Optimization exercise on an open flow, not production practice. RTL: at most simulated, not proved equivalent. Function not checked: run 1. Clock network not from TritonCTS: every run shown here. The clock port is an ideal driver here. Power: default activity.

[flow/flow/run.sh]
#!/bin/bash
# Standard synthesis, then the standard layout with these changes: ports are
# buffered with buf_1, and after clock tree synthesis its tree is replaced by a
# balanced two-level tree of clkbuf_16 cells (flow/clktree.tcl).
set -euo pipefail
bash standard.sh synth > synth.log 2>&1
export BUFFER_PORTS_ARGS="-buffer_cell sky130_fd_sc_hd__buf_1"
export CTS_ARGS="-sink_clustering_enable -repair_clock_nets -dont_use_dummy_load -buf_list {sky130_fd_sc_hd__clkbuf_4 sky130_fd_sc_hd__clkbuf_8}"
export CLK_LEAVES=10
export CLK_LEAF_CELL=clkbuf_8
export POST_CTS_TCL=$PWD/flow/clktree.tcl
bash standard.sh > layout.log 2>&1
[flow/flow/clktree.tcl]
# Replace the clock tree that clock_tree_synthesis built with a two-level one:
# the clock port drives one root clkbuf_16, which drives CLK_LEAVES leaf buffers,
# each feeding the flip-flops of one region (regions of nearly equal size, cut
# across the longer side). Every flip-flop sees the same two buffers.
set nleaf [expr {[info exists ::env(CLK_LEAVES)] ? $::env(CLK_LEAVES) : 4}]
set block [ord::get_db_block]
set db [ord::get_db]
set master [$db findMaster sky130_fd_sc_hd__clkbuf_16]
set lmaster [$db findMaster sky130_fd_sc_hd__[expr {[info exists ::env(CLK_LEAF_CELL)] ? $::env(CLK_LEAF_CELL) : "clkbuf_16"}]]
set clk [$block findNet clk]

set flops {}
foreach inst [$block getInsts] {
  if {[[$inst getMaster] isSequential]} {
    set it [$inst findITerm CLK]
    lassign [$inst getLocation] x y
    lappend flops [list $inst $it $x $y]
  }
}
# the old tree: every buffer on the clock network
set old_insts {}
set old_nets {}
foreach net [$block getNets] {
  if {[$net getSigType] eq "CLOCK" && [$net getName] ne "clk"} { lappend old_nets $net }
}
foreach inst [$block getInsts] {
  set n [$inst getName]
  if {[string match clkbuf_* $n] || [string match clkload* $n]} { lappend old_insts $inst }
}
foreach f $flops { [lindex $f 1] disconnect }
foreach inst $old_insts { odb::dbInst_destroy $inst }
foreach net $old_nets { if {[$net getName] ne "clk"} { odb::dbNet_destroy $net } }

# split a group into n regions of nearly equal size, cutting across its longer side
proc split_n {items n} {
  if {$n <= 1} { return [list $items] }
  set xs [lmap f $items {lindex $f 2}]
  set ys [lmap f $items {lindex $f 3}]
  set dx [expr {[tcl::mathfunc::max {*}$xs] - [tcl::mathfunc::min {*}$xs]}]
  set dy [expr {[tcl::mathfunc::max {*}$ys] - [tcl::mathfunc::min {*}$ys]}]
  set idx [expr {$dx >= $dy ? 2 : 3}]
  set s [lsort -integer -index $idx $items]
  set n1 [expr {$n / 2}]
  set cut [expr {[llength $s] * $n1 / $n}]
  return [concat [split_n [lrange $s 0 [expr {$cut - 1}]] $n1] \
                 [split_n [lrange $s $cut end] [expr {$n - $n1}]]]
}
set groups [split_n $flops $nleaf]

proc centroid {items} {
  set sx 0; set sy 0
  foreach f $items { set sx [expr {$sx + [lindex $f 2]}]; set sy [expr {$sy + [lindex $f 3]}] }
  set n [llength $items]
  return [list [expr {int($sx / $n)}] [expr {int($sy / $n)}]]
}
lassign [centroid $flops] rx ry
set root [odb::dbInst_create $block $master clkroot]
$root setLocation $rx $ry
$root setPlacementStatus PLACED
[$root findITerm A] connect $clk
set rnet [odb::dbNet_create $block clknet_root]
$rnet setSigType CLOCK
[$root findITerm X] connect $rnet
set k 0
foreach g $groups {
  lassign [centroid $g] cx cy
  set leaf [odb::dbInst_create $block $lmaster clkleaf_$k]
  $leaf setLocation $cx $cy
  $leaf setPlacementStatus PLACED
  [$leaf findITerm A] connect $rnet
  set lnet [odb::dbNet_create $block clknet_leaf_$k]
  $lnet setSigType CLOCK
  [$leaf findITerm X] connect $lnet
  foreach f $g { [lindex $f 1] connect $lnet }
  incr k
}
puts "clktree.tcl: [llength $flops] flip-flops on $k leaves; removed [llength $old_insts] buffers"
detailed_placement
check_placement -verbose
estimate_parasitics -placement
report_clock_skew
report_checks -path_delay min -format end
[flow/standard.sh]
#!/bin/bash
# synth_recipe.tcl (not shown) runs the flow's synth.tcl, then flattens the netlist and writes it again
# the make line also repeats each setting of config.mk as NAME=value (left out here)
make -C /OpenROAD-flow-scripts/flow DESIGN_CONFIG=/design/flow/config.mk WORK_HOME=/design/flow/orfs CLKGATE_MAP_FILE= SYNTH_SCRIPT=/design/flow/synth_recipe.tcl "${@:-finish}"
[flow/config.mk]
export PLATFORM = sky130hd
export DESIGN_NAME = timing_example
export DESIGN_NICKNAME = timing_example
export VERILOG_FILES = /design/flow/design.v
export SDC_FILE = /design/flow/constraint.sdc
export NUM_CORES = 4
export LEC_CHECK = 0
export CAP_MARGIN = 20
export CORE_MARGIN = 2
export CORE_UTILIZATION = 40
export SLEW_MARGIN = 20
export SYNTH_HIERARCHICAL = 1
export SYNTH_MINIMUM_KEEP_SIZE = 0
[flow/constraint.sdc]
create_clock -name core_clock -period 8.0 [get_ports {clk}]
set_input_delay 1.6000 -clock core_clock [delete_from_list [all_inputs] [get_ports {clk}]]
set_output_delay 1.6000 -clock core_clock [all_outputs]
set_load 0.01 [all_outputs]
[flow/design.v]
module timing_example #(
    parameter int INPUT_WIDTH   = 32,
    parameter int OUTPUT_WIDTH  = 8,
    parameter int COUNTER_WIDTH = 64,
    parameter int NUM_PIPELINES = 16
) (
    input  logic                                  clk,
    input  logic                                  rst,
    input  logic [               INPUT_WIDTH-1:0] data_in,
    input  logic                                  data_in_valid,
    input  logic [NUM_PIPELINES*OUTPUT_WIDTH-1:0] pipe_in,
    output logic                                  ready,
    output logic [              OUTPUT_WIDTH-1:0] data_out,
    output logic                                  data_out_valid,
    output logic [             COUNTER_WIDTH-1:0] count
);
  assign ready = 1'b1;
  logic [3:0] v_r;
  always_ff @(posedge clk or posedge rst) begin
    if (rst) v_r <= '0;
    else v_r <= {v_r[2:0], data_in_valid};
  end
  assign data_out_valid = v_r[3];
  logic [9:0] seg_all1, seg_cin;
  logic [63:0] count_nxt;
  cnt_seg #(.W(7)) u_cnt0 (.q(count[6:0]), .cin(seg_cin[0]), .d(count_nxt[6:0]), .all1(seg_all1[0]));
  cnt_seg #(.W(7)) u_cnt1 (.q(count[13:7]), .cin(seg_cin[1]), .d(count_nxt[13:7]), .all1(seg_all1[1]));
  cnt_seg #(.W(7)) u_cnt2 (.q(count[20:14]), .cin(seg_cin[2]), .d(count_nxt[20:14]), .all1(seg_all1[2]));
  cnt_seg #(.W(7)) u_cnt3 (.q(count[27:21]), .cin(seg_cin[3]), .d(count_nxt[27:21]), .all1(seg_all1[3]));
  cnt_seg #(.W(7)) u_cnt4 (.q(count[34:28]), .cin(seg_cin[4]), .d(count_nxt[34:28]), .all1(seg_all1[4]));
  cnt_seg #(.W(7)) u_cnt5 (.q(count[41:35]), .cin(seg_cin[5]), .d(count_nxt[41:35]), .all1(seg_all1[5]));
  cnt_seg #(.W(7)) u_cnt6 (.q(count[48:42]), .cin(seg_cin[6]), .d(count_nxt[48:42]), .all1(seg_all1[6]));
  cnt_seg #(.W(7)) u_cnt7 (.q(count[55:49]), .cin(seg_cin[7]), .d(count_nxt[55:49]), .all1(seg_all1[7]));
  cnt_seg #(.W(7)) u_cnt8 (.q(count[62:56]), .cin(seg_cin[8]), .d(count_nxt[62:56]), .all1(seg_all1[8]));
  cnt_seg #(.W(1)) u_cnt9 (.q(count[63:63]), .cin(seg_cin[9]), .d(count_nxt[63:63]), .all1(seg_all1[9]));
  logic pf_1_1;
  and2_cell u_pf0 (.a(v_r[0]), .b(seg_all1[0]), .y(pf_1_1));
  logic pf_1_3;
  and2_cell u_pf1 (.a(seg_all1[1]), .b(seg_all1[2]), .y(pf_1_3));
  logic pf_1_5;
  and2_cell u_pf2 (.a(seg_all1[3]), .b(seg_all1[4]), .y(pf_1_5));
  logic pf_1_7;
  and2_cell u_pf3 (.a(seg_all1[5]), .b(seg_all1[6]), .y(pf_1_7));
  logic pf_1_9;
  and2_cell u_pf4 (.a(seg_all1[7]), .b(seg_all1[8]), .y(pf_1_9));
  logic pf_2_2;
  and2_cell u_pf5 (.a(pf_1_1), .b(seg_all1[1]), .y(pf_2_2));
  logic pf_2_3;
  and2_cell u_pf6 (.a(pf_1_1), .b(pf_1_3), .y(pf_2_3));
  logic pf_2_6;
  and2_cell u_pf7 (.a(pf_1_5), .b(seg_all1[5]), .y(pf_2_6));
  logic pf_2_7;
  and2_cell u_pf8 (.a(pf_1_5), .b(pf_1_7), .y(pf_2_7));
  logic pf_4_4;
  and2_cell u_pf9 (.a(pf_2_3), .b(seg_all1[3]), .y(pf_4_4));
  logic pf_4_5;
  and2_cell u_pf10 (.a(pf_2_3), .b(pf_1_5), .y(pf_4_5));
  logic pf_4_6;
  and2_cell u_pf11 (.a(pf_2_3), .b(pf_2_6), .y(pf_4_6));
  logic pf_4_7;
  and2_cell u_pf12 (.a(pf_2_3), .b(pf_2_7), .y(pf_4_7));
  logic pf_8_8;
  and2_cell u_pf13 (.a(pf_4_7), .b(seg_all1[7]), .y(pf_8_8));
  logic pf_8_9;
  and2_cell u_pf14 (.a(pf_4_7), .b(pf_1_9), .y(pf_8_9));
  assign seg_cin[0] = v_r[0];
  assign seg_cin[1] = pf_1_1;
  assign seg_cin[2] = pf_2_2;
  assign seg_cin[3] = pf_2_3;
  assign seg_cin[4] = pf_4_4;
  assign seg_cin[5] = pf_4_5;
  assign seg_cin[6] = pf_4_6;
  assign seg_cin[7] = pf_4_7;
  assign seg_cin[8] = pf_8_8;
  assign seg_cin[9] = pf_8_9;
  always_ff @(posedge clk or posedge rst) begin
    if (rst) count <= '0;
    else count <= count_nxt;
  end
  logic pas_0;
  logic pac_1;
  logic pas_2;
  logic pac_3;
  logic pas_4;
  logic pac_5;
  logic pas_6;
  logic pac_7;
  logic pas_8;
  logic pac_9;
  logic pas_10;
  logic pac_11;
  logic pas_12;
  logic pac_13;
  logic pas_14;
  logic pac_15;
  logic pas_16;
  logic pac_17;
  logic pas_18;
  logic pac_19;
  logic pas_20;
  logic pac_21;
  logic pas_22;
  logic pac_23;
  logic pas_24;
  logic pac_25;
  logic pas_26;
  logic pac_27;
  logic pas_28;
  logic pac_29;
  logic pas_30;
  logic pac_31;
  logic pas_32;
  logic pac_33;
  logic [14:0] x_r;
  logic pbs_34;
  logic pbc_35;
  logic pbs_36;
  logic pbc_37;
  logic pbs_38;
  logic pbc_39;
  logic pbs_40;
  logic pbc_41;
  logic pbs_42;
  logic pbc_43;
  logic pbs_44;
  logic pbc_45;
  logic pbs_46;
  logic pbc_47;
  logic [7:0] x2_r;
  logic pqs_48;
  logic pqc_49;
  logic pqs_50;
  logic pqc_51;
  logic [5:0] pc;
  logic [5:0] e;
  logic [2:0] b_one_r, b_two_r, b_neg_r;
  logic e5_r;
  logic sas_52;
  logic sac_53;
  logic sas_54;
  logic sac_55;
  logic sas_56;
  logic sac_57;
  logic sas_58;
  logic sac_59;
  logic sas_60;
  logic sac_61;
  logic sas_62;
  logic sac_63;
  logic sas_64;
  logic sac_65;
  logic sas_66;
  logic sac_67;
  logic sas_68;
  logic sac_69;
  logic sas_70;
  logic sac_71;
  logic sas_72;
  logic sac_73;
  logic sas_74;
  logic sac_75;
  logic sas_76;
  logic sac_77;
  logic sas_78;
  logic sac_79;
  logic sas_80;
  logic sac_81;
  logic sas_82;
  logic sac_83;
  logic sas_84;
  logic sac_85;
  logic sas_86;
  logic sac_87;
  logic sas_88;
  logic sac_89;
  logic sas_90;
  logic sac_91;
  logic sas_92;
  logic sac_93;
  logic sas_94;
  logic sac_95;
  logic sas_96;
  logic sac_97;
  logic sas_98;
  logic sac_99;
  logic sas_100;
  logic sac_101;
  logic sas_102;
  logic sac_103;
  logic sas_104;
  logic sac_105;
  logic sas_106;
  logic sac_107;
  logic sas_108;
  logic sac_109;
  logic sas_110;
  logic sac_111;
  logic sas_112;
  logic sac_113;
  logic sas_114;
  logic sac_115;
  logic sas_116;
  logic sac_117;
  logic sas_118;
  logic sac_119;
  logic sas_120;
  logic sac_121;
  logic sas_122;
  logic sac_123;
  logic sas_124;
  logic sac_125;
  logic sas_126;
  logic sac_127;
  logic sas_128;
  logic sac_129;
  logic sas_130;
  logic sac_131;
  logic sas_132;
  logic sac_133;
  logic sas_134;
  logic sac_135;
  logic sas_136;
  logic sac_137;
  logic sas_138;
  logic sac_139;
  logic sas_140;
  logic sac_141;
  logic sas_142;
  logic sac_143;
  logic sas_144;
  logic sac_145;
  logic sas_146;
  logic sas_147;
  logic sas_148;
  logic sas_149;
  logic sas_150;
  logic sas_151;
  logic sas_152;
  logic sas_153;
  logic sas_154;
  logic sas_155;
  logic sas_156;
  logic sas_157;
  logic sas_158;
  logic sas_159;
  logic sas_160;
  logic sas_161;
  logic sas_162;
  logic sas_163;
  logic sas_164;
  logic sas_165;
  logic [44:0] s1_r;
  logic sbs_166;
  logic sbc_167;
  logic sbs_168;
  logic sbc_169;
  logic sbs_170;
  logic sbc_171;
  logic sbs_172;
  logic sbc_173;
  logic sbs_174;
  logic sbc_175;
  logic sbs_176;
  logic sbc_177;
  logic sbs_178;
  logic sbc_179;
  logic sbs_180;
  logic sbc_181;
  logic sbs_182;
  logic sbc_183;
  logic sbs_184;
  logic sbc_185;
  logic sbs_186;
  logic sbs_187;
  logic sbc_188;
  logic sbs_189;
  logic sbc_190;
  logic sbs_191;
  logic sbc_192;
  logic sbs_193;
  logic sbc_194;
  logic sbs_195;
  logic sbc_196;
  logic sbs_197;
  logic sbc_198;
  logic sbs_199;
  logic sbc_200;
  logic sbs_201;
  logic sbc_202;
  logic sbs_203;
  logic sbc_204;
  logic sbs_205;
  logic sbs_206;
  logic sbc_207;
  logic sbs_208;
  logic sbc_209;
  logic sbs_210;
  logic sbc_211;
  logic sbs_212;
  logic sbc_213;
  logic sbs_214;
  logic sbs_215;
  logic sbc_216;
  logic sbs_217;
  logic sbc_218;
  logic sbs_219;
  logic sbc_220;
  logic sbs_221;
  logic [10:0] s2_r;
  logic [6:0] s_sum;
  logic [6:0] s_r;
  logic pp_222;
  logic pp_223;
  logic pp_224;
  logic pp_225;
  logic pp_226;
  logic pp_227;
  logic pp_228;
  logic pp_229;
  logic pp_230;
  logic pp_231;
  logic pp_232;
  logic pp_233;
  logic pp_234;
  logic pp_235;
  logic pp_236;
  logic pp_237;
  logic ms_238;
  logic mc_239;
  logic ms_240;
  logic mc_241;
  logic ms_242;
  logic ms_243;
  logic mc_244;
  logic ms_245;
  logic mc_246;
  logic ms_247;
  logic mc_248;
  logic ms_249;
  logic mc_250;
  logic ms_251;
  logic [6:0] y;
  logic [6:0] y_r;
  fa_cell u_pa0 (.a(data_in[0]), .b(data_in[1]), .c(data_in[2]), .s(pas_0), .co(pac_1));
  fa_cell u_pa1 (.a(data_in[3]), .b(data_in[4]), .c(data_in[5]), .s(pas_2), .co(pac_3));
  fa_cell u_pa2 (.a(data_in[6]), .b(data_in[7]), .c(data_in[8]), .s(pas_4), .co(pac_5));
  fa_cell u_pa3 (.a(data_in[9]), .b(data_in[10]), .c(data_in[11]), .s(pas_6), .co(pac_7));
  fa_cell u_pa4 (.a(data_in[12]), .b(data_in[13]), .c(data_in[14]), .s(pas_8), .co(pac_9));
  fa_cell u_pa5 (.a(data_in[15]), .b(data_in[16]), .c(data_in[17]), .s(pas_10), .co(pac_11));
  fa_cell u_pa6 (.a(data_in[18]), .b(data_in[19]), .c(data_in[20]), .s(pas_12), .co(pac_13));
  fa_cell u_pa7 (.a(data_in[21]), .b(data_in[22]), .c(data_in[23]), .s(pas_14), .co(pac_15));
  fa_cell u_pa8 (.a(data_in[24]), .b(data_in[25]), .c(data_in[26]), .s(pas_16), .co(pac_17));
  fa_cell u_pa9 (.a(data_in[27]), .b(data_in[28]), .c(data_in[29]), .s(pas_18), .co(pac_19));
  fa_cell u_pa10 (.a(data_in[30]), .b(data_in[31]), .c(pas_0), .s(pas_20), .co(pac_21));
  fa_cell u_pa11 (.a(pas_2), .b(pas_4), .c(pas_6), .s(pas_22), .co(pac_23));
  fa_cell u_pa12 (.a(pas_8), .b(pas_10), .c(pas_12), .s(pas_24), .co(pac_25));
  fa_cell u_pa13 (.a(pas_14), .b(pas_16), .c(pas_18), .s(pas_26), .co(pac_27));
  fa_cell u_pa14 (.a(pac_1), .b(pac_3), .c(pac_5), .s(pas_28), .co(pac_29));
  fa_cell u_pa15 (.a(pac_7), .b(pac_9), .c(pac_11), .s(pas_30), .co(pac_31));
  fa_cell u_pa16 (.a(pac_13), .b(pac_15), .c(pac_17), .s(pas_32), .co(pac_33));
  always_ff @(posedge clk) x_r[0] <= pas_20;
  always_ff @(posedge clk) x_r[1] <= pas_22;
  always_ff @(posedge clk) x_r[2] <= pas_24;
  always_ff @(posedge clk) x_r[3] <= pas_26;
  always_ff @(posedge clk) x_r[4] <= pac_19;
  always_ff @(posedge clk) x_r[5] <= pac_21;
  always_ff @(posedge clk) x_r[6] <= pac_23;
  always_ff @(posedge clk) x_r[7] <= pac_25;
  always_ff @(posedge clk) x_r[8] <= pac_27;
  always_ff @(posedge clk) x_r[9] <= pas_28;
  always_ff @(posedge clk) x_r[10] <= pas_30;
  always_ff @(posedge clk) x_r[11] <= pas_32;
  always_ff @(posedge clk) x_r[12] <= pac_29;
  always_ff @(posedge clk) x_r[13] <= pac_31;
  always_ff @(posedge clk) x_r[14] <= pac_33;
  fa_cell u_pb17 (.a(x_r[0]), .b(x_r[1]), .c(x_r[2]), .s(pbs_34), .co(pbc_35));
  fa_cell u_pb18 (.a(x_r[4]), .b(x_r[5]), .c(x_r[6]), .s(pbs_36), .co(pbc_37));
  fa_cell u_pb19 (.a(x_r[7]), .b(x_r[8]), .c(x_r[9]), .s(pbs_38), .co(pbc_39));
  fa_cell u_pb20 (.a(x_r[12]), .b(x_r[13]), .c(x_r[14]), .s(pbs_40), .co(pbc_41));
  fa_cell u_pb21 (.a(pbc_35), .b(pbs_36), .c(pbs_38), .s(pbs_42), .co(pbc_43));
  fa_cell u_pb22 (.a(pbc_37), .b(pbc_39), .c(pbs_40), .s(pbs_44), .co(pbc_45));
  fa_cell u_pb23 (.a(pbs_42), .b(x_r[10]), .c(x_r[11]), .s(pbs_46), .co(pbc_47));
  always_ff @(posedge clk) x2_r[0] <= pbs_34;
  always_ff @(posedge clk) x2_r[1] <= x_r[3];
  always_ff @(posedge clk) x2_r[2] <= pbs_46;
  always_ff @(posedge clk) x2_r[3] <= pbc_47;
  always_ff @(posedge clk) x2_r[4] <= pbc_43;
  always_ff @(posedge clk) x2_r[5] <= pbs_44;
  always_ff @(posedge clk) x2_r[6] <= pbc_45;
  always_ff @(posedge clk) x2_r[7] <= pbc_41;
  assign pqs_48 = x2_r[3] ^ x2_r[4];
  assign pqc_49 = x2_r[3] & x2_r[4];
  assign pqs_50 = x2_r[6] ^ x2_r[7];
  assign pqc_51 = x2_r[6] & x2_r[7];
  assign pc = {1'b0, pqc_51, pqs_50, x2_r[5], x2_r[2], x2_r[0]} + {1'b0, 1'b0, pqc_49, pqs_48, 1'b0, x2_r[1]};
  assign e = {pc[5] ^ ~pc[4], ~pc[4], pc[3:0]};
  always_ff @(posedge clk) e5_r <= e[5];
  always_ff @(posedge clk) begin
    for (int k = 0; k < 3; k++) begin
      logic lo, mid, hi;
      lo  = (k == 0) ? 1'b0 : e[2*k-1];
      mid = e[2*k];
      hi  = e[2*k+1];
      b_one_r[k] <= mid ^ lo;
      b_two_r[k] <= (hi & ~mid & ~lo) | (~hi & mid & lo);
      b_neg_r[k] <= hi & ~(mid & lo);
    end
  end
  fa_cell u_sa24 (.a(pipe_in[0]), .b(pipe_in[8]), .c(pipe_in[16]), .s(sas_52), .co(sac_53));
  fa_cell u_sa25 (.a(pipe_in[24]), .b(pipe_in[32]), .c(pipe_in[40]), .s(sas_54), .co(sac_55));
  fa_cell u_sa26 (.a(pipe_in[48]), .b(pipe_in[56]), .c(pipe_in[64]), .s(sas_56), .co(sac_57));
  fa_cell u_sa27 (.a(pipe_in[72]), .b(pipe_in[80]), .c(pipe_in[88]), .s(sas_58), .co(sac_59));
  fa_cell u_sa28 (.a(pipe_in[96]), .b(pipe_in[104]), .c(pipe_in[112]), .s(sas_60), .co(sac_61));
  fa_cell u_sa29 (.a(pipe_in[120]), .b(sas_52), .c(sas_54), .s(sas_62), .co(sac_63));
  fa_cell u_sa30 (.a(sas_56), .b(sas_58), .c(sas_60), .s(sas_64), .co(sac_65));
  fa_cell u_sa31 (.a(pipe_in[1]), .b(pipe_in[9]), .c(pipe_in[17]), .s(sas_66), .co(sac_67));
  fa_cell u_sa32 (.a(pipe_in[25]), .b(pipe_in[33]), .c(pipe_in[41]), .s(sas_68), .co(sac_69));
  fa_cell u_sa33 (.a(pipe_in[49]), .b(pipe_in[57]), .c(pipe_in[65]), .s(sas_70), .co(sac_71));
  fa_cell u_sa34 (.a(pipe_in[73]), .b(pipe_in[81]), .c(pipe_in[89]), .s(sas_72), .co(sac_73));
  fa_cell u_sa35 (.a(pipe_in[97]), .b(pipe_in[105]), .c(pipe_in[113]), .s(sas_74), .co(sac_75));
  fa_cell u_sa36 (.a(pipe_in[121]), .b(sac_53), .c(sac_55), .s(sas_76), .co(sac_77));
  fa_cell u_sa37 (.a(sac_57), .b(sac_59), .c(sac_61), .s(sas_78), .co(sac_79));
  fa_cell u_sa38 (.a(sas_66), .b(sas_68), .c(sas_70), .s(sas_80), .co(sac_81));
  fa_cell u_sa39 (.a(pipe_in[2]), .b(pipe_in[10]), .c(pipe_in[18]), .s(sas_82), .co(sac_83));
  fa_cell u_sa40 (.a(pipe_in[26]), .b(pipe_in[34]), .c(pipe_in[42]), .s(sas_84), .co(sac_85));
  fa_cell u_sa41 (.a(pipe_in[50]), .b(pipe_in[58]), .c(pipe_in[66]), .s(sas_86), .co(sac_87));
  fa_cell u_sa42 (.a(pipe_in[74]), .b(pipe_in[82]), .c(pipe_in[90]), .s(sas_88), .co(sac_89));
  fa_cell u_sa43 (.a(pipe_in[98]), .b(pipe_in[106]), .c(pipe_in[114]), .s(sas_90), .co(sac_91));
  fa_cell u_sa44 (.a(pipe_in[122]), .b(sac_67), .c(sac_69), .s(sas_92), .co(sac_93));
  fa_cell u_sa45 (.a(sac_71), .b(sac_73), .c(sac_75), .s(sas_94), .co(sac_95));
  fa_cell u_sa46 (.a(sas_82), .b(sas_84), .c(sas_86), .s(sas_96), .co(sac_97));
  fa_cell u_sa47 (.a(pipe_in[3]), .b(pipe_in[11]), .c(pipe_in[19]), .s(sas_98), .co(sac_99));
  fa_cell u_sa48 (.a(pipe_in[27]), .b(pipe_in[35]), .c(pipe_in[43]), .s(sas_100), .co(sac_101));
  fa_cell u_sa49 (.a(pipe_in[51]), .b(pipe_in[59]), .c(pipe_in[67]), .s(sas_102), .co(sac_103));
  fa_cell u_sa50 (.a(pipe_in[75]), .b(pipe_in[83]), .c(pipe_in[91]), .s(sas_104), .co(sac_105));
  fa_cell u_sa51 (.a(pipe_in[99]), .b(pipe_in[107]), .c(pipe_in[115]), .s(sas_106), .co(sac_107));
  fa_cell u_sa52 (.a(pipe_in[123]), .b(sac_83), .c(sac_85), .s(sas_108), .co(sac_109));
  fa_cell u_sa53 (.a(sac_87), .b(sac_89), .c(sac_91), .s(sas_110), .co(sac_111));
  fa_cell u_sa54 (.a(sas_98), .b(sas_100), .c(sas_102), .s(sas_112), .co(sac_113));
  fa_cell u_sa55 (.a(pipe_in[4]), .b(pipe_in[12]), .c(pipe_in[20]), .s(sas_114), .co(sac_115));
  fa_cell u_sa56 (.a(pipe_in[28]), .b(pipe_in[36]), .c(pipe_in[44]), .s(sas_116), .co(sac_117));
  fa_cell u_sa57 (.a(pipe_in[52]), .b(pipe_in[60]), .c(pipe_in[68]), .s(sas_118), .co(sac_119));
  fa_cell u_sa58 (.a(pipe_in[76]), .b(pipe_in[84]), .c(pipe_in[92]), .s(sas_120), .co(sac_121));
  fa_cell u_sa59 (.a(pipe_in[100]), .b(pipe_in[108]), .c(pipe_in[116]), .s(sas_122), .co(sac_123));
  fa_cell u_sa60 (.a(pipe_in[124]), .b(sac_99), .c(sac_101), .s(sas_124), .co(sac_125));
  fa_cell u_sa61 (.a(sac_103), .b(sac_105), .c(sac_107), .s(sas_126), .co(sac_127));
  fa_cell u_sa62 (.a(sas_114), .b(sas_116), .c(sas_118), .s(sas_128), .co(sac_129));
  fa_cell u_sa63 (.a(pipe_in[5]), .b(pipe_in[13]), .c(pipe_in[21]), .s(sas_130), .co(sac_131));
  fa_cell u_sa64 (.a(pipe_in[29]), .b(pipe_in[37]), .c(pipe_in[45]), .s(sas_132), .co(sac_133));
  fa_cell u_sa65 (.a(pipe_in[53]), .b(pipe_in[61]), .c(pipe_in[69]), .s(sas_134), .co(sac_135));
  fa_cell u_sa66 (.a(pipe_in[77]), .b(pipe_in[85]), .c(pipe_in[93]), .s(sas_136), .co(sac_137));
  fa_cell u_sa67 (.a(pipe_in[101]), .b(pipe_in[109]), .c(pipe_in[117]), .s(sas_138), .co(sac_139));
  fa_cell u_sa68 (.a(pipe_in[125]), .b(sac_115), .c(sac_117), .s(sas_140), .co(sac_141));
  fa_cell u_sa69 (.a(sac_119), .b(sac_121), .c(sac_123), .s(sas_142), .co(sac_143));
  fa_cell u_sa70 (.a(sas_130), .b(sas_132), .c(sas_134), .s(sas_144), .co(sac_145));
  xor_cell u_sax0 (.a(pipe_in[6]), .b(pipe_in[14]), .y(sas_146));
  xor_cell u_sax1 (.a(pipe_in[22]), .b(pipe_in[30]), .y(sas_147));
  xor_cell u_sax2 (.a(pipe_in[38]), .b(pipe_in[46]), .y(sas_148));
  xor_cell u_sax3 (.a(pipe_in[54]), .b(pipe_in[62]), .y(sas_149));
  xor_cell u_sax4 (.a(pipe_in[70]), .b(pipe_in[78]), .y(sas_150));
  xor_cell u_sax5 (.a(pipe_in[86]), .b(pipe_in[94]), .y(sas_151));
  xor_cell u_sax6 (.a(pipe_in[102]), .b(pipe_in[110]), .y(sas_152));
  xor_cell u_sax7 (.a(pipe_in[118]), .b(pipe_in[126]), .y(sas_153));
  xor_cell u_sax8 (.a(sas_146), .b(sas_147), .y(sas_154));
  xor_cell u_sax9 (.a(sas_148), .b(sas_149), .y(sas_155));
  xor_cell u_sax10 (.a(sas_150), .b(sas_151), .y(sas_156));
  xor_cell u_sax11 (.a(sas_152), .b(sas_153), .y(sas_157));
  xor_cell u_sax12 (.a(sas_154), .b(sas_155), .y(sas_158));
  xor_cell u_sax13 (.a(sas_156), .b(sas_157), .y(sas_159));
  xor_cell u_sax14 (.a(sac_131), .b(sac_133), .y(sas_160));
  xor_cell u_sax15 (.a(sac_135), .b(sac_137), .y(sas_161));
  xor_cell u_sax16 (.a(sac_139), .b(sas_158), .y(sas_162));
  xor_cell u_sax17 (.a(sas_159), .b(sas_160), .y(sas_163));
  xor_cell u_sax18 (.a(sas_161), .b(sac_141), .y(sas_164));
  xor_cell u_sax19 (.a(sas_162), .b(sas_163), .y(sas_165));
  always_ff @(posedge clk) s1_r[0] <= sas_62;
  always_ff @(posedge clk) s1_r[1] <= sas_64;
  always_ff @(posedge clk) s1_r[2] <= sas_72;
  always_ff @(posedge clk) s1_r[3] <= sas_74;
  always_ff @(posedge clk) s1_r[4] <= sas_76;
  always_ff @(posedge clk) s1_r[5] <= sac_63;
  always_ff @(posedge clk) s1_r[6] <= sac_65;
  always_ff @(posedge clk) s1_r[7] <= sas_78;
  always_ff @(posedge clk) s1_r[8] <= sas_80;
  always_ff @(posedge clk) s1_r[9] <= sas_88;
  always_ff @(posedge clk) s1_r[10] <= sas_90;
  always_ff @(posedge clk) s1_r[11] <= sac_77;
  always_ff @(posedge clk) s1_r[12] <= sac_79;
  always_ff @(posedge clk) s1_r[13] <= sas_92;
  always_ff @(posedge clk) s1_r[14] <= sac_81;
  always_ff @(posedge clk) s1_r[15] <= sas_94;
  always_ff @(posedge clk) s1_r[16] <= sas_96;
  always_ff @(posedge clk) s1_r[17] <= sas_104;
  always_ff @(posedge clk) s1_r[18] <= sas_106;
  always_ff @(posedge clk) s1_r[19] <= sac_93;
  always_ff @(posedge clk) s1_r[20] <= sac_95;
  always_ff @(posedge clk) s1_r[21] <= sas_108;
  always_ff @(posedge clk) s1_r[22] <= sac_97;
  always_ff @(posedge clk) s1_r[23] <= sas_110;
  always_ff @(posedge clk) s1_r[24] <= sas_112;
  always_ff @(posedge clk) s1_r[25] <= sas_120;
  always_ff @(posedge clk) s1_r[26] <= sas_122;
  always_ff @(posedge clk) s1_r[27] <= sac_109;
  always_ff @(posedge clk) s1_r[28] <= sac_111;
  always_ff @(posedge clk) s1_r[29] <= sas_124;
  always_ff @(posedge clk) s1_r[30] <= sac_113;
  always_ff @(posedge clk) s1_r[31] <= sas_126;
  always_ff @(posedge clk) s1_r[32] <= sas_128;
  always_ff @(posedge clk) s1_r[33] <= sas_136;
  always_ff @(posedge clk) s1_r[34] <= sas_138;
  always_ff @(posedge clk) s1_r[35] <= sac_125;
  always_ff @(posedge clk) s1_r[36] <= sac_127;
  always_ff @(posedge clk) s1_r[37] <= sas_140;
  always_ff @(posedge clk) s1_r[38] <= sac_129;
  always_ff @(posedge clk) s1_r[39] <= sas_142;
  always_ff @(posedge clk) s1_r[40] <= sas_144;
  always_ff @(posedge clk) s1_r[41] <= sac_143;
  always_ff @(posedge clk) s1_r[42] <= sac_145;
  always_ff @(posedge clk) s1_r[43] <= sas_164;
  always_ff @(posedge clk) s1_r[44] <= sas_165;
  fa_cell u_sb71 (.a(s1_r[2]), .b(s1_r[3]), .c(s1_r[4]), .s(sbs_166), .co(sbc_167));
  fa_cell u_sb72 (.a(s1_r[5]), .b(s1_r[6]), .c(s1_r[7]), .s(sbs_168), .co(sbc_169));
  fa_cell u_sb73 (.a(s1_r[9]), .b(s1_r[10]), .c(s1_r[11]), .s(sbs_170), .co(sbc_171));
  fa_cell u_sb74 (.a(s1_r[12]), .b(s1_r[13]), .c(s1_r[14]), .s(sbs_172), .co(sbc_173));
  fa_cell u_sb75 (.a(s1_r[17]), .b(s1_r[18]), .c(s1_r[19]), .s(sbs_174), .co(sbc_175));
  fa_cell u_sb76 (.a(s1_r[20]), .b(s1_r[21]), .c(s1_r[22]), .s(sbs_176), .co(sbc_177));
  fa_cell u_sb77 (.a(s1_r[25]), .b(s1_r[26]), .c(s1_r[27]), .s(sbs_178), .co(sbc_179));
  fa_cell u_sb78 (.a(s1_r[28]), .b(s1_r[29]), .c(s1_r[30]), .s(sbs_180), .co(sbc_181));
  fa_cell u_sb79 (.a(s1_r[33]), .b(s1_r[34]), .c(s1_r[35]), .s(sbs_182), .co(sbc_183));
  fa_cell u_sb80 (.a(s1_r[36]), .b(s1_r[37]), .c(s1_r[38]), .s(sbs_184), .co(sbc_185));
  assign sbs_186 = s1_r[41] ^ s1_r[42] ^ s1_r[43];
  fa_cell u_sb81 (.a(sbs_166), .b(sbs_168), .c(s1_r[8]), .s(sbs_187), .co(sbc_188));
  fa_cell u_sb82 (.a(sbc_167), .b(sbc_169), .c(sbs_170), .s(sbs_189), .co(sbc_190));
  fa_cell u_sb83 (.a(sbs_172), .b(s1_r[15]), .c(s1_r[16]), .s(sbs_191), .co(sbc_192));
  fa_cell u_sb84 (.a(sbc_171), .b(sbc_173), .c(sbs_174), .s(sbs_193), .co(sbc_194));
  fa_cell u_sb85 (.a(sbs_176), .b(s1_r[23]), .c(s1_r[24]), .s(sbs_195), .co(sbc_196));
  fa_cell u_sb86 (.a(sbc_175), .b(sbc_177), .c(sbs_178), .s(sbs_197), .co(sbc_198));
  fa_cell u_sb87 (.a(sbs_180), .b(s1_r[31]), .c(s1_r[32]), .s(sbs_199), .co(sbc_200));
  fa_cell u_sb88 (.a(sbc_179), .b(sbc_181), .c(sbs_182), .s(sbs_201), .co(sbc_202));
  fa_cell u_sb89 (.a(sbs_184), .b(s1_r[39]), .c(s1_r[40]), .s(sbs_203), .co(sbc_204));
  assign sbs_205 = sbc_183 ^ sbc_185 ^ sbs_186;
  fa_cell u_sb90 (.a(sbc_188), .b(sbs_189), .c(sbs_191), .s(sbs_206), .co(sbc_207));
  fa_cell u_sb91 (.a(sbc_190), .b(sbc_192), .c(sbs_193), .s(sbs_208), .co(sbc_209));
  fa_cell u_sb92 (.a(sbc_194), .b(sbc_196), .c(sbs_197), .s(sbs_210), .co(sbc_211));
  fa_cell u_sb93 (.a(sbc_198), .b(sbc_200), .c(sbs_201), .s(sbs_212), .co(sbc_213));
  assign sbs_214 = sbc_202 ^ sbc_204 ^ sbs_205;
  fa_cell u_sb94 (.a(sbc_207), .b(sbs_208), .c(sbs_195), .s(sbs_215), .co(sbc_216));
  fa_cell u_sb95 (.a(sbc_209), .b(sbs_210), .c(sbs_199), .s(sbs_217), .co(sbc_218));
  fa_cell u_sb96 (.a(sbc_211), .b(sbs_212), .c(sbs_203), .s(sbs_219), .co(sbc_220));
  assign sbs_221 = sbc_213 ^ sbs_214 ^ s1_r[44];
  always_ff @(posedge clk) s2_r[0] <= s1_r[0];
  always_ff @(posedge clk) s2_r[1] <= s1_r[1];
  always_ff @(posedge clk) s2_r[2] <= sbs_187;
  always_ff @(posedge clk) s2_r[3] <= sbs_206;
  always_ff @(posedge clk) s2_r[4] <= sbs_215;
  always_ff @(posedge clk) s2_r[5] <= sbc_216;
  always_ff @(posedge clk) s2_r[6] <= sbs_217;
  always_ff @(posedge clk) s2_r[7] <= sbc_218;
  always_ff @(posedge clk) s2_r[8] <= sbs_219;
  always_ff @(posedge clk) s2_r[9] <= sbc_220;
  always_ff @(posedge clk) s2_r[10] <= sbs_221;
  assign s_sum = {s2_r[9], s2_r[7], s2_r[5], s2_r[4], s2_r[3], s2_r[2], s2_r[0]} + {s2_r[10], s2_r[8], s2_r[6], 1'b0, 1'b0, 1'b0, s2_r[1]};
  always_ff @(posedge clk) s_r <= s_sum;
  assign pp_222 = ((b_one_r[0] & s_r[0]) | (b_two_r[0] & 1'b0)) ^ b_neg_r[0];
  assign pp_223 = ((b_one_r[0] & s_r[1]) | (b_two_r[0] & s_r[0])) ^ b_neg_r[0];
  assign pp_224 = ((b_one_r[0] & s_r[2]) | (b_two_r[0] & s_r[1])) ^ b_neg_r[0];
  assign pp_225 = ((b_one_r[0] & s_r[3]) | (b_two_r[0] & s_r[2])) ^ b_neg_r[0];
  assign pp_226 = ((b_one_r[0] & s_r[4]) | (b_two_r[0] & s_r[3])) ^ b_neg_r[0];
  assign pp_227 = ((b_one_r[0] & s_r[5]) | (b_two_r[0] & s_r[4])) ^ b_neg_r[0];
  assign pp_228 = ((b_one_r[0] & s_r[6]) | (b_two_r[0] & s_r[5])) ^ b_neg_r[0];
  assign pp_229 = ((b_one_r[1] & s_r[0]) | (b_two_r[1] & 1'b0)) ^ b_neg_r[1];
  assign pp_230 = ((b_one_r[1] & s_r[1]) | (b_two_r[1] & s_r[0])) ^ b_neg_r[1];
  assign pp_231 = ((b_one_r[1] & s_r[2]) | (b_two_r[1] & s_r[1])) ^ b_neg_r[1];
  assign pp_232 = ((b_one_r[1] & s_r[3]) | (b_two_r[1] & s_r[2])) ^ b_neg_r[1];
  assign pp_233 = ((b_one_r[1] & s_r[4]) | (b_two_r[1] & s_r[3])) ^ b_neg_r[1];
  assign pp_234 = ((b_one_r[2] & s_r[0]) | (b_two_r[2] & 1'b0)) ^ b_neg_r[2];
  assign pp_235 = ((b_one_r[2] & s_r[1]) | (b_two_r[2] & s_r[0])) ^ b_neg_r[2];
  assign pp_236 = ((b_one_r[2] & s_r[2]) | (b_two_r[2] & s_r[1])) ^ b_neg_r[2];
  assign pp_237 = e5_r & s_r[0];
  assign ms_238 = pp_226 ^ pp_231;
  assign mc_239 = pp_226 & pp_231;
  assign ms_240 = pp_227 ^ pp_232;
  assign mc_241 = pp_227 & pp_232;
  assign ms_242 = pp_228 ^ pp_233 ^ pp_236;
  assign ms_243 = pp_224 ^ pp_229;
  assign mc_244 = pp_224 & pp_229;
  assign ms_245 = pp_225 ^ pp_230;
  assign mc_246 = pp_225 & pp_230;
  fa_cell u_m97 (.a(pp_234), .b(b_neg_r[2]), .c(ms_238), .s(ms_247), .co(mc_248));
  fa_cell u_m98 (.a(pp_235), .b(ms_240), .c(mc_239), .s(ms_249), .co(mc_250));
  assign ms_251 = pp_237 ^ ms_242 ^ mc_241;
  assign y = {ms_251, ms_249, ms_247, ms_245, b_neg_r[1], pp_223, pp_222} + {mc_250, mc_248, mc_246, mc_244, ms_243, 1'b0, b_neg_r[0]};
  always_ff @(posedge clk) y_r <= y;
  assign data_out = {y_r, 1'b0};
endmodule
module fa_cell (
    input  logic a,
    input  logic b,
    input  logic c,
    output logic s,
    output logic co
);
  assign s  = a ^ b ^ c;
  assign co = (a & b) | (a & c) | (b & c);
endmodule
module xor_cell (
    input  logic a,
    input  logic b,
    output logic y
);
  assign y = a ^ b;
endmodule
module and2_cell (
    input  logic a,
    input  logic b,
    output logic y
);
  assign y = a & b;
endmodule
module cnt_seg #(
    parameter int W = 8
) (
    input  logic [W-1:0] q,
    input  logic         cin,
    output logic [W-1:0] d,
    output logic         all1
);
  logic [W:0] c;
  always_comb begin
    c[0] = cin;
    for (int i = 0; i < W; i++) begin
      d[i]   = q[i] ^ c[i];
      c[i+1] = q[i] & c[i];
    end
  end
  assign all1 = &q;
endmodule
==> results of run 1 <==
-- cell type report --
| class | instances | area, µm² |
|---|---|---|
| sequential | 171 | 3764 |
| timing repair buffer | 219 | 825.8 |
| tap | 265 | 331.6 |
| multi-input combinational | 336 | 4111 |
| inverter | 4 | 15.01 |
| fill | 1778 | 10250 |
| buffer | 11 | 162.7 |
-- cell usage in the layout (no fill, tap or decap) --
cell type,n
a21o_1,2
a21oi_1,4
a22oi_1,11
a22oi_2,1
a31oi_1,2
a41o_1,1
and2_1,15
and3_1,1
and3_4,1
buf_1,218
buf_4,1
clkbuf_16,1
clkbuf_8,10
conb_1,2
dfrtp_1,68
dfxtp_1,103
fa_1,99
ha_1,78
inv_1,3
inv_2,1
mux2_2,1
nand2_1,6
nand3_1,10
nand4_1,9
nor2_1,13
nor2b_1,3
o21a_1,1
o21ai_0,1
o21bai_1,2
o41ai_2,1
xnor2_1,35
xor2_1,37
-- worst max-delay path by stage --
stage	cells after the start	to
after floorplan	1	count[0]
after global placement	3	s1_r[8]
after detailed placement	3	x_r[1]
after global routing	13	count[62]
final	13	count[62]
-- worst max-delay path, delay by kind of cell (launching register included) --
kind                       cells  cell delay (ns)
xor gates and xnor gates       1             0.14
adders and majority gates      6             1.09
DFF                            1             0.43
and+or+nand+nor                6             0.90
-- layer usage --
| metal | track usage [%] | up-vias |
|---|---|---|
| met2 | 24.97 | 142 |
| met4 | 2.555 | 0 |
| li1 | - | 2146 |
| met1 | 16.61 | 2139 |
| met5 | 0 | - |
| met3 | 2.468 | 17 |
-- sequential cells by signal, indices dropped and copies added, names as in the netlist --
| register | cells |
|---|---|
| b_two_r | 3 |
| s2_r | 11 |
| e5_r | 1 |
| s1_r | 45 |
| count | 64 |
| b_neg_r | 3 |
| v_r | 4 |
| x_r | 15 |
| x2_r | 8 |
| b_one_r | 3 |
| y_r | 7 |
| s_r | 7 |
-- power groups by stage --
stage	clock (mW)	combinational, mW	sequential [mW]
finish	0.382	1.61	1.24
floorplan	0	1.30	1.24
global placement	0	1.60	1.26
detailed placement	0	1.64	1.27
global route	0.440	1.86	1.27
==> Implementation_results.wiki, run 1 <==
{| class="wikitable"
! Metric !! Value
|-
| Number of optimization iterations in the first detailed-route pass || 4
|-
| Maxcap violations || 0
|-
| Post-place instance area || 9047 µm²
|-
| Pwr dens || 351.2 nW/µm²
|-
| Number of cell rows || 51
|-
| Worst hold path startpoint || x_r[3]
|-
| Hold Path Sink || x2_r[1]
|-
| Starting utilization of the core area || 40.68%
|-
| Worst-case vdd ir drop || 267.0 µV
|-
| Number of antenna violations at the first check in global routing || 0
|-
| Slew at the pin closest to its max-slew limit || 0.8436 ns
|-
| Share of layout cells above drive strength 1 || between 2 and 2.5%
|-
| Post-route ant nets || 0
|-
| Reg-to-reg critical path startpoint || count[6]
|-
| Final clock period utilization by the worst path || 33.45%
|-
| Min Hold Slack || 0.3365 ns
|-
| Clock latency at the later pin of the worst-skew pair || 0.36 ns
|-
| Final Instance Area || 9210 µm²
|-
| Post-layout utilization of the core || 47.32%
|-
| Pin count of the biggest net entering global routing || 69
|-
| Worst-case headroom to the max-slew limit || between 40% and 50%
|-
| Max-slew violation count || 0
|-
| Die extent in y || 144.7 µm
|-
| Synthesized cell area || 7918 µm²
|-
| Result of the run || finished clean
|-
| Power Internal || 2.075 mW
|-
| Post-detailed-route wirelength per cell || 14.14 µm
|-
| FF-to-FF path depth || 13
|-
| Layout Cells excl Fill || 1,006
|-
| Number of inserted diodes || 0
|-
| First-pass GRT wire length || 22.38 mm
|-
| Slowest cell on the critical path || dfrtp_1
|-
| Global router's overall resource usage || a little over an eighth
|-
| Mapped Nets || 855
|-
| Gr ovfl total || 0
|-
| Total number of vias || 4,444
|-
| CP startpoint || count[6]
|-
| Count of final hold-check violations || 0
|-
| Die width || 144.7 µm
|-
| Number of failing setup endpoints in the final timing report || 0
|-
| Post-Route Setup TNS || 0 ns
|-
| Clock skew || approximately 0.008 ns
|-
| Worst path most repeated cell || ha_1
|-
| I/O pin count || 237
|-
| Final-stage net count || 1,083
|-
| Final worst setup slack || 5.324 ns
|-
| Synth warnings || 9
|-
| Setup Slack @ Placement || between 5 and 6 ns
|-
| Uppermost signal routing layer after detailed routing || met4
|-
| CP startpoint kind || flop
|-
| Final weighted congestion in routability-driven placement || 0.8437
|-
| Number of cells produced by synthesis || 515
|-
| HP Class || flop to flop
|-
| Clock slew at the register clock pins of the worst setup and hold paths || ~0.1 ns
|-
| Post-DP HPWL || 12.03 mm
|-
| Placeable core region || approximately 19,000 µm²
|-
| Data required time at the worst endpoint || between 8 and 9 ns
|-
| Clk network pwr share || between 10% and 20%
|-
| Fin crit period || between 2 and 3 ns
|-
| Switching portion of total power || 35.84%
|-
| Avg Inst Size Synth || 15.37 µm²
|-
| DR WL met3 || 771 µm
|-
| Port Buf Inserts || 218
|-
| Number of DRC markers after the initial detailed-route iteration || 78
|-
| Worst R2R Setup Slack || 5.32 ns
|-
| Type of destination of the critical path || flop
|-
| Reg power frac || approximately 39%
|-
| RSZ-0062 raised after global routing || no
|-
| Area enclosed by the die boundary || 20,940 µm²
|-
| Number of stages on the worst hold path || 0
|-
| Net Sw Power || 1.159 mW
|-
| CP cell instances || nand4_1, nor2_1, and2_1, and2_1, and2_1, and2_1, ha_1, ha_1, ha_1, ha_1, ha_1, ha_1, xor2_1
|-
| Post-placement cell count || 995
|-
| Length of routed met2 wiring || 7.429 mm
|-
| Wirelength, routed || 14.22 mm
|-
| Critical path's largest stage delay || 0.43 ns
|-
| Total design power || approximately 3.2 mW
|-
| M1 wire length || slightly below 6 mm
|-
| Total DRC errors in the routed layout || 0
|-
| Peak Freq || 0.3737 GHz
|-
| Largest fanout on the critical path || 5
|-
| Critical path class || flop to flop
|-
| Combinational cell fraction of total power || 49.7%
|-
| WP data arrival || 2.93 ns
|-
| Layout area overhead || 16.32%
|-
| Vias per std cell || 4.417
|-
| Leakage power total || 4.148 nW
|-
| Endpoint of the worst-slack reg-to-reg timing path || count[62]
|-
| Number of clock sinks || 171
|-
| Number of global-route vias before repair || 4,786
|}
==> inputs of run 2 (changes only) <==
--- a/flow/design.v
+++ b/flow/design.v
@@ -22,56 +22,28 @@
   end
   assign data_out_valid = v_r[3];
-  logic [9:0] seg_all1, seg_cin;
+  logic [10:0] seg_all1, seg_cin;
   logic [63:0] count_nxt;
-  cnt_seg #(.W(7)) u_cnt0 (.q(count[6:0]), .cin(seg_cin[0]), .d(count_nxt[6:0]), .all1(seg_all1[0]));
-  cnt_seg #(.W(7)) u_cnt1 (.q(count[13:7]), .cin(seg_cin[1]), .d(count_nxt[13:7]), .all1(seg_all1[1]));
-  cnt_seg #(.W(7)) u_cnt2 (.q(count[20:14]), .cin(seg_cin[2]), .d(count_nxt[20:14]), .all1(seg_all1[2]));
-  cnt_seg #(.W(7)) u_cnt3 (.q(count[27:21]), .cin(seg_cin[3]), .d(count_nxt[27:21]), .all1(seg_all1[3]));
-  cnt_seg #(.W(7)) u_cnt4 (.q(count[34:28]), .cin(seg_cin[4]), .d(count_nxt[34:28]), .all1(seg_all1[4]));
-  cnt_seg #(.W(7)) u_cnt5 (.q(count[41:35]), .cin(seg_cin[5]), .d(count_nxt[41:35]), .all1(seg_all1[5]));
-  cnt_seg #(.W(7)) u_cnt6 (.q(count[48:42]), .cin(seg_cin[6]), .d(count_nxt[48:42]), .all1(seg_all1[6]));
-  cnt_seg #(.W(7)) u_cnt7 (.q(count[55:49]), .cin(seg_cin[7]), .d(count_nxt[55:49]), .all1(seg_all1[7]));
-  cnt_seg #(.W(7)) u_cnt8 (.q(count[62:56]), .cin(seg_cin[8]), .d(count_nxt[62:56]), .all1(seg_all1[8]));
-  cnt_seg #(.W(1)) u_cnt9 (.q(count[63:63]), .cin(seg_cin[9]), .d(count_nxt[63:63]), .all1(seg_all1[9]));
-  logic pf_1_1;
-  and2_cell u_pf0 (.a(v_r[0]), .b(seg_all1[0]), .y(pf_1_1));
-  logic pf_1_3;
-  and2_cell u_pf1 (.a(seg_all1[1]), .b(seg_all1[2]), .y(pf_1_3));
-  logic pf_1_5;
-  and2_cell u_pf2 (.a(seg_all1[3]), .b(seg_all1[4]), .y(pf_1_5));
-  logic pf_1_7;
-  and2_cell u_pf3 (.a(seg_all1[5]), .b(seg_all1[6]), .y(pf_1_7));
-  logic pf_1_9;
-  and2_cell u_pf4 (.a(seg_all1[7]), .b(seg_all1[8]), .y(pf_1_9));
-  logic pf_2_2;
-  and2_cell u_pf5 (.a(pf_1_1), .b(seg_all1[1]), .y(pf_2_2));
-  logic pf_2_3;
-  and2_cell u_pf6 (.a(pf_1_1), .b(pf_1_3), .y(pf_2_3));
-  logic pf_2_6;
-  and2_cell u_pf7 (.a(pf_1_5), .b(seg_all1[5]), .y(pf_2_6));
-  logic pf_2_7;
-  and2_cell u_pf8 (.a(pf_1_5), .b(pf_1_7), .y(pf_2_7));
-  logic pf_4_4;
-  and2_cell u_pf9 (.a(pf_2_3), .b(seg_all1[3]), .y(pf_4_4));
-  logic pf_4_5;
-  and2_cell u_pf10 (.a(pf_2_3), .b(pf_1_5), .y(pf_4_5));
-  logic pf_4_6;
-  and2_cell u_pf11 (.a(pf_2_3), .b(pf_2_6), .y(pf_4_6));
-  logic pf_4_7;
-  and2_cell u_pf12 (.a(pf_2_3), .b(pf_2_7), .y(pf_4_7));
-  logic pf_8_8;
-  and2_cell u_pf13 (.a(pf_4_7), .b(seg_all1[7]), .y(pf_8_8));
-  logic pf_8_9;
-  and2_cell u_pf14 (.a(pf_4_7), .b(pf_1_9), .y(pf_8_9));
+  cnt_seg #(.W(6)) u_cnt0 (.q(count[5:0]), .cin(seg_cin[0]), .d(count_nxt[5:0]), .all1(seg_all1[0]));
+  cnt_seg #(.W(6)) u_cnt1 (.q(count[11:6]), .cin(seg_cin[1]), .d(count_nxt[11:6]), .all1(seg_all1[1]));
+  cnt_seg #(.W(6)) u_cnt2 (.q(count[17:12]), .cin(seg_cin[2]), .d(count_nxt[17:12]), .all1(seg_all1[2]));
+  cnt_seg #(.W(6)) u_cnt3 (.q(count[23:18]), .cin(seg_cin[3]), .d(count_nxt[23:18]), .all1(seg_all1[3]));
+  cnt_seg #(.W(6)) u_cnt4 (.q(count[29:24]), .cin(seg_cin[4]), .d(count_nxt[29:24]), .all1(seg_all1[4]));
+  cnt_seg #(.W(6)) u_cnt5 (.q(count[35:30]), .cin(seg_cin[5]), .d(count_nxt[35:30]), .all1(seg_all1[5]));
+  cnt_seg #(.W(6)) u_cnt6 (.q(count[41:36]), .cin(seg_cin[6]), .d(count_nxt[41:36]), .all1(seg_all1[6]));
+  cnt_seg #(.W(6)) u_cnt7 (.q(count[47:42]), .cin(seg_cin[7]), .d(count_nxt[47:42]), .all1(seg_all1[7]));
+  cnt_seg #(.W(6)) u_cnt8 (.q(count[53:48]), .cin(seg_cin[8]), .d(count_nxt[53:48]), .all1(seg_all1[8]));
+  cnt_seg #(.W(6)) u_cnt9 (.q(count[59:54]), .cin(seg_cin[9]), .d(count_nxt[59:54]), .all1(seg_all1[9]));
+  cnt_seg #(.W(4)) u_cnt10 (.q(count[63:60]), .cin(seg_cin[10]), .d(count_nxt[63:60]), .all1(seg_all1[10]));
   assign seg_cin[0] = v_r[0];
-  assign seg_cin[1] = pf_1_1;
-  assign seg_cin[2] = pf_2_2;
-  assign seg_cin[3] = pf_2_3;
-  assign seg_cin[4] = pf_4_4;
-  assign seg_cin[5] = pf_4_5;
-  assign seg_cin[6] = pf_4_6;
-  assign seg_cin[7] = pf_4_7;
-  assign seg_cin[8] = pf_8_8;
-  assign seg_cin[9] = pf_8_9;
+  assign seg_cin[1] = v_r[0] & (&seg_all1[0:0]);
+  assign seg_cin[2] = v_r[0] & (&seg_all1[1:0]);
+  assign seg_cin[3] = v_r[0] & (&seg_all1[2:0]);
+  assign seg_cin[4] = v_r[0] & (&seg_all1[3:0]);
+  assign seg_cin[5] = v_r[0] & (&seg_all1[4:0]);
+  assign seg_cin[6] = v_r[0] & (&seg_all1[5:0]);
+  assign seg_cin[7] = v_r[0] & (&seg_all1[6:0]);
+  assign seg_cin[8] = v_r[0] & (&seg_all1[7:0]);
+  assign seg_cin[9] = v_r[0] & (&seg_all1[8:0]);
+  assign seg_cin[10] = v_r[0] & (&seg_all1[9:0]);
   always_ff @(posedge clk or posedge rst) begin
     if (rst) count <= '0;
@@ -454,24 +426,24 @@
   fa_cell u_sa69 (.a(sac_119), .b(sac_121), .c(sac_123), .s(sas_142), .co(sac_143));
   fa_cell u_sa70 (.a(sas_130), .b(sas_132), .c(sas_134), .s(sas_144), .co(sac_145));
-  xor_cell u_sax0 (.a(pipe_in[6]), .b(pipe_in[14]), .y(sas_146));
-  xor_cell u_sax1 (.a(pipe_in[22]), .b(pipe_in[30]), .y(sas_147));
-  xor_cell u_sax2 (.a(pipe_in[38]), .b(pipe_in[46]), .y(sas_148));
-  xor_cell u_sax3 (.a(pipe_in[54]), .b(pipe_in[62]), .y(sas_149));
-  xor_cell u_sax4 (.a(pipe_in[70]), .b(pipe_in[78]), .y(sas_150));
-  xor_cell u_sax5 (.a(pipe_in[86]), .b(pipe_in[94]), .y(sas_151));
-  xor_cell u_sax6 (.a(pipe_in[102]), .b(pipe_in[110]), .y(sas_152));
-  xor_cell u_sax7 (.a(pipe_in[118]), .b(pipe_in[126]), .y(sas_153));
-  xor_cell u_sax8 (.a(sas_146), .b(sas_147), .y(sas_154));
-  xor_cell u_sax9 (.a(sas_148), .b(sas_149), .y(sas_155));
-  xor_cell u_sax10 (.a(sas_150), .b(sas_151), .y(sas_156));
-  xor_cell u_sax11 (.a(sas_152), .b(sas_153), .y(sas_157));
-  xor_cell u_sax12 (.a(sas_154), .b(sas_155), .y(sas_158));
-  xor_cell u_sax13 (.a(sas_156), .b(sas_157), .y(sas_159));
-  xor_cell u_sax14 (.a(sac_131), .b(sac_133), .y(sas_160));
-  xor_cell u_sax15 (.a(sac_135), .b(sac_137), .y(sas_161));
-  xor_cell u_sax16 (.a(sac_139), .b(sas_158), .y(sas_162));
-  xor_cell u_sax17 (.a(sas_159), .b(sas_160), .y(sas_163));
-  xor_cell u_sax18 (.a(sas_161), .b(sac_141), .y(sas_164));
-  xor_cell u_sax19 (.a(sas_162), .b(sas_163), .y(sas_165));
+  assign sas_146 = pipe_in[6] ^ pipe_in[14];
+  assign sas_147 = pipe_in[22] ^ pipe_in[30];
+  assign sas_148 = pipe_in[38] ^ pipe_in[46];
+  assign sas_149 = pipe_in[54] ^ pipe_in[62];
+  assign sas_150 = pipe_in[70] ^ pipe_in[78];
+  assign sas_151 = pipe_in[86] ^ pipe_in[94];
+  assign sas_152 = pipe_in[102] ^ pipe_in[110];
+  assign sas_153 = pipe_in[118] ^ pipe_in[126];
+  assign sas_154 = sas_146 ^ sas_147;
+  assign sas_155 = sas_148 ^ sas_149;
+  assign sas_156 = sas_150 ^ sas_151;
+  assign sas_157 = sas_152 ^ sas_153;
+  assign sas_158 = sas_154 ^ sas_155;
+  assign sas_159 = sas_156 ^ sas_157;
+  assign sas_160 = sac_131 ^ sac_133;
+  assign sas_161 = sac_135 ^ sac_137;
+  assign sas_162 = sac_139 ^ sas_158;
+  assign sas_163 = sas_159 ^ sas_160;
+  assign sas_164 = sas_161 ^ sac_141;
+  assign sas_165 = sas_162 ^ sas_163;
   always_ff @(posedge clk) s1_r[0] <= sas_62;
   always_ff @(posedge clk) s1_r[1] <= sas_64;
@@ -604,18 +576,4 @@
   assign co = (a & b) | (a & c) | (b & c);
 endmodule
-module xor_cell (
-    input  logic a,
-    input  logic b,
-    output logic y
-);
-  assign y = a ^ b;
-endmodule
-module and2_cell (
-    input  logic a,
-    input  logic b,
-    output logic y
-);
-  assign y = a & b;
-endmodule
 module cnt_seg #(
     parameter int W = 8
--- a/flow/flow/run.sh
+++ b/flow/flow/run.sh
@@ -7,6 +7,6 @@
 export BUFFER_PORTS_ARGS="-buffer_cell sky130_fd_sc_hd__buf_1"
 export CTS_ARGS="-sink_clustering_enable -repair_clock_nets -dont_use_dummy_load -buf_list {sky130_fd_sc_hd__clkbuf_4 sky130_fd_sc_hd__clkbuf_8}"
-export CLK_LEAVES=10
-export CLK_LEAF_CELL=clkbuf_8
+export CLK_LEAVES=8
+export CLK_LEAF_CELL=clkbuf_16
 export POST_CTS_TCL=$PWD/flow/clktree.tcl
 bash standard.sh > layout.log 2>&1
--- a/flow/flow/clktree.tcl
+++ b/flow/flow/clktree.tcl
@@ -1,6 +1,6 @@
 # Replace the clock tree that clock_tree_synthesis built with a two-level one:
 # the clock port drives one root clkbuf_16, which drives CLK_LEAVES leaf buffers,
-# each feeding the flip-flops of one region (regions of nearly equal size, cut
-# across the longer side). Every flip-flop sees the same two buffers.
+# each feeding the flip-flops of one region (split at the median x, then at the
+# median y within each half). Every flip-flop sees the same two buffers.
 set nleaf [expr {[info exists ::env(CLK_LEAVES)] ? $::env(CLK_LEAVES) : 4}]
 set block [ord::get_db_block]
@@ -32,19 +32,17 @@
 foreach net $old_nets { if {[$net getName] ne "clk"} { odb::dbNet_destroy $net } }
 
-# split a group into n regions of nearly equal size, cutting across its longer side
-proc split_n {items n} {
-  if {$n <= 1} { return [list $items] }
-  set xs [lmap f $items {lindex $f 2}]
-  set ys [lmap f $items {lindex $f 3}]
-  set dx [expr {[tcl::mathfunc::max {*}$xs] - [tcl::mathfunc::min {*}$xs]}]
-  set dy [expr {[tcl::mathfunc::max {*}$ys] - [tcl::mathfunc::min {*}$ys]}]
-  set idx [expr {$dx >= $dy ? 2 : 3}]
+proc split_groups {items idx} {
   set s [lsort -integer -index $idx $items]
-  set n1 [expr {$n / 2}]
-  set cut [expr {[llength $s] * $n1 / $n}]
-  return [concat [split_n [lrange $s 0 [expr {$cut - 1}]] $n1] \
-                 [split_n [lrange $s $cut end] [expr {$n - $n1}]]]
+  set h [expr {[llength $s] / 2}]
+  return [list [lrange $s 0 [expr {$h - 1}]] [lrange $s $h end]]
 }
-set groups [split_n $flops $nleaf]
+set groups [list $flops]
+set axis 2
+while {[llength $groups] < $nleaf} {
+  set ng {}
+  foreach g $groups { lappend ng {*}[split_groups $g $axis] }
+  set groups $ng
+  set axis [expr {$axis == 2 ? 3 : 2}]
+}
 
 proc centroid {items} {
==> run 2 against run 1 <==
- routed wire length shrank 1.2%
- cell count is 0.30% lower
- still clean
- flip-flop and latch count stayed put
- synthesized cell count decreased by 0.19%
- clock skew is essentially flat
- utilization rose by 0.23 points
- fmax shrank 0.28%
- design area increased by 0.15%
- highest routed layer unchanged
- combinational power hardly changed
==> Implementation_results.wiki, run 2 <==
{| class="wikitable"
! Metric !! Value
|-
| Final-stage net count || 1,079 (was 1,083)
|-
| Number of stages on the worst hold path || 0 (unchanged)
|-
| CP cell instances || buf_1, fa_1, xor2_1, xnor2_1, xnor2_1, xnor2_1, xnor2_1 (was nand4_1, nor2_1, and2_1, and2_1, and2_1, and2_1, ha_1, ha_1, ha_1, ha_1, ha_1, ha_1, xor2_1)
|-
| Post-route ant nets || 0 (unchanged)
|-
| Pin count of the biggest net entering global routing || 69 (unchanged)
|-
| Post-DP HPWL || 12.02 mm (was 12.03 mm)
|-
| Maxcap violations || 0 (unchanged)
|-
| Worst path most repeated cell || xnor2_1 (was ha_1)
|-
| Layout area overhead || 17.16% (was 16.32%)
|-
| Mapped Nets || 853 (was 855)
|-
| Starting utilization of the core area || 40.58% (was 40.68%)
|-
| Post-place instance area || 8999 µm² (was 9047 µm²)
|-
| Count of final hold-check violations || 0 (unchanged)
|-
| Endpoint of the worst-slack reg-to-reg timing path || count[47] (was count[62])
|-
| Worst hold path startpoint || x_r[3] (unchanged)
|-
| Result of the run || finished clean (unchanged)
|-
| Final Instance Area || 9224 µm² (was 9210 µm²)
|-
| Number of cell rows || 51 (unchanged)
|-
| Net Sw Power || 1.149 mW (was 1.159 mW)
|-
| Type of destination of the critical path || flop (unchanged)
|-
| Number of cells produced by synthesis || 514 (was 515)
|-
| Family of cells with the greatest summed delay on the critical path || XOR/XNOR gates (was adder cells)
|-
| Clk network pwr share || 13.7% (was 11.8%)
|-
| Max-slew violation count || 0 (unchanged)
|-
| Post-Route Setup TNS || 0 ns (unchanged)
|-
| Total DRC errors in the routed layout || 0 (unchanged)
|-
| Slew at the pin closest to its max-slew limit || 0.8204 ns (was 0.8436 ns)
|-
| Area enclosed by the die boundary || 20,820 µm² (was 20,940 µm²)
|-
| Hold Path Sink || x2_r[1] (unchanged)
|-
| Reg power frac || 38.0% (was 38.5%)
|-
| Clock latency at the later pin of the worst-skew pair || 0.37 ns (was 0.36 ns)
|-
| Registers with the highest flip-flop counts || count: 64 flops, s1_r: 45 flops, x_r: 15 flops (unchanged)
|-
| Combinational cell fraction of total power || 48.3% (was 49.7%)
|-
| Data required time at the worst endpoint || 8.29 ns (was 8.25 ns)
|-
| CP startpoint kind || input pin (was flop)
|-
| Layout Cells excl Fill || 1,003 (was 1,006)
|-
| Number of clock sinks || 171 (unchanged)
|-
| Most frequent cells in the layout || buf_1 (218), dfxtp_1 (103), fa_1 (99) (unchanged)
|-
| Gr ovfl total || 0 (unchanged)
|-
| First-pass GRT wire length || 22.63 mm (was 22.38 mm)
|-
| Total number of vias || 4,409 (was 4,444)
|-
| Final weighted congestion in routability-driven placement || 0.8291 (was 0.8437)
|-
| WP data arrival || 2.98 ns (was 2.93 ns)
|-
| I/O pin count || 237 (unchanged)
|-
| Fin crit period || 2.684 ns (was 2.676 ns)
|-
| Number of inserted diodes || 0 (unchanged)
|-
| Vias per std cell || 4.396 (was 4.417)
|-
| FF-to-FF path depth || 12 (was 13)
|-
| Pwr dens || 355.6 nW/µm² (was 351.2 nW/µm²)
|-
| Synth warnings || 9 (unchanged)
|-
| Worst-case vdd ir drop || 232.5 µV (was 267.0 µV)
|-
| Placeable core region || 19,400 µm² (was 19,460 µm²)
|-
| Power Internal || 2.131 mW (was 2.075 mW)
|-
| Post-detailed-route wirelength per cell || 14.01 µm (was 14.14 µm)
|-
| Flip-flop count of the largest register, all copies and words added || 64 (unchanged)
|-
| Global router's overall resource usage || 13.67% (was 13.50%)
|-
| Post-placement cell count || 994 (was 995)
|-
| Critical path class || input pin to flop (was flop to flop)
|-
| Avg Inst Size Synth || 15.32 µm² (was 15.37 µm²)
|-
| Reg-to-reg critical path startpoint || count[9] (was count[6])
|-
| Register with the most flip-flops || count (unchanged)
|-
| Leakage power total || 4.136 nW (was 4.148 nW)
|-
| Final clock period utilization by the worst path || 33.55% (was 33.45%)
|-
| RSZ-0062 raised after global routing || no (unchanged)
|-
| Slowest cell on the critical path || fa_1 (was dfrtp_1)
|-
| Number of DRC markers after the initial detailed-route iteration || 55 (was 78)
|-
| Worst R2R Setup Slack || 5.41 ns (was 5.32 ns)
|-
| Switching portion of total power || 35.03% (was 35.84%)
|-
| HP Class || flop to flop (unchanged)
|-
| Synthesized cell area || 7873 µm² (was 7918 µm²)
|-
| Number of global-route vias before repair || 4,774 (was 4,786)
|-
| Critical path's largest stage delay || 0.45 ns (was 0.43 ns)
|-
| Clock slew at the register clock pins of the worst setup and hold paths || 0.08 ns (was 0.10 ns)
|-
| Number of failing setup endpoints in the final timing report || 0 (unchanged)
|-
| Crit path buffers/inverters || 1 (was 0)
|-
| Peak Freq || 0.3726 GHz (was 0.3737 GHz)
|-
| Most common cell after layout, fill and taps aside || buf_1 (unchanged)
|-
| Die width || 144.3 µm (was 144.7 µm)
|-
| Clock skew || 0.008481 ns (was 0.008030 ns)
|-
| Largest fanout on the critical path || 1 (was 5)
|-
| Share of layout cells above drive strength 1 || 1.762% (was 2.294%)
|-
| Die extent in y || 144.3 µm (was 144.7 µm)
|-
| Wirelength, routed || 14.05 mm (was 14.22 mm)
|-
| Number of optimization iterations in the first detailed-route pass || 4 (unchanged)
|-
| Worst-case headroom to the max-slew limit || 45.31% (was 43.76%)
|-
| Port Buf Inserts || 218 (unchanged)
|-
| CP startpoint || pipe_in[101] (was count[6])
|-
| Number of antenna violations at the first check in global routing || 0 (unchanged)
|}
run 2: worst reg2reg max path, cell delays in order (launching register included):
cell and delay (ns):
dfrtp_1 0.41, nand4_1 0.13, nor2_1 0.05, and3_1 0.20, and3_1 0.24, and2_1 0.21, and3_1 0.19, ha_1 0.18
ha_1 0.18, ha_1 0.18, ha_1 0.18, ha_1 0.18, xor2_1 0.14
run 2: routing by layer:
layer	GRT usage [%]	part of all wire, %	up-vias
li1	-	-	2134
met4	2.453	1.4	0
met3	2.252	5.2	10
met5	0	0	-
met2	24.64	52	148
met1	17.55	42	2117
run 2: power by group through the flow:
| stage | logic (mW) | registers, mW | clock network (mW) |
|---|---|---|---|
| detailed placement | 1.63 | 1.27 | 0 |
| global route | 1.86 | 1.27 | 0.504 |
| global placement | 1.59 | 1.26 | 0 |
| finish | 1.59 | 1.25 | 0.448 |
| floorplan | 1.28 | 1.24 | 0 |
run 2: layout make-up:
class                           instances  area (µm²)
Buffer                                  9       225.2
Fill cell                            1780       10170
Inverter                                5       18.77
Multi-Input combinational cell        334        4059
Sequential cell                       171        3764
Tap cell                              265       331.6
Timing Repair Buffer                  219       825.8
run 2: worst max path at each step:
stage	to	slack, ns	cells after the start
6_report	s1_r[44]	5.32	7
5_1_grt	count[59]	5.20	13
3_5_place_dp	s1_r[44]	4.88	7
3_3_place_gp	s1_r[44]	4.90	7
2_1_floorplan	count[0]	4.69	1
run 2: per-stage QoR:
step | power (mW) | setup slack, ns | hold slack (ns) | util (%)
after global placement | 2.848 | 4.904 | 0.3164 | 46.39
after global routing | 3.640 | 5.204 | 0.3555 | 47.55
after detailed placement | 2.898 | 4.884 | 0.3128 | 46.39
after floorplan | 2.519 | 4.688 | 0.3096 | -
final | 3.280 | 5.316 | 0.3325 | 47.55
Testbench counts of run 2, summed over its fixed seeds: cycles 1,632, items 1,600.

Check on run 2: ideal ports give 5.316 ns setup slack; a clkbuf_16 on the clock port and buf_2 on the inputs give 5.341 ns; moving port delays by the midpoint clock arrival (0.405 ns) as well gives 4.936 ns.
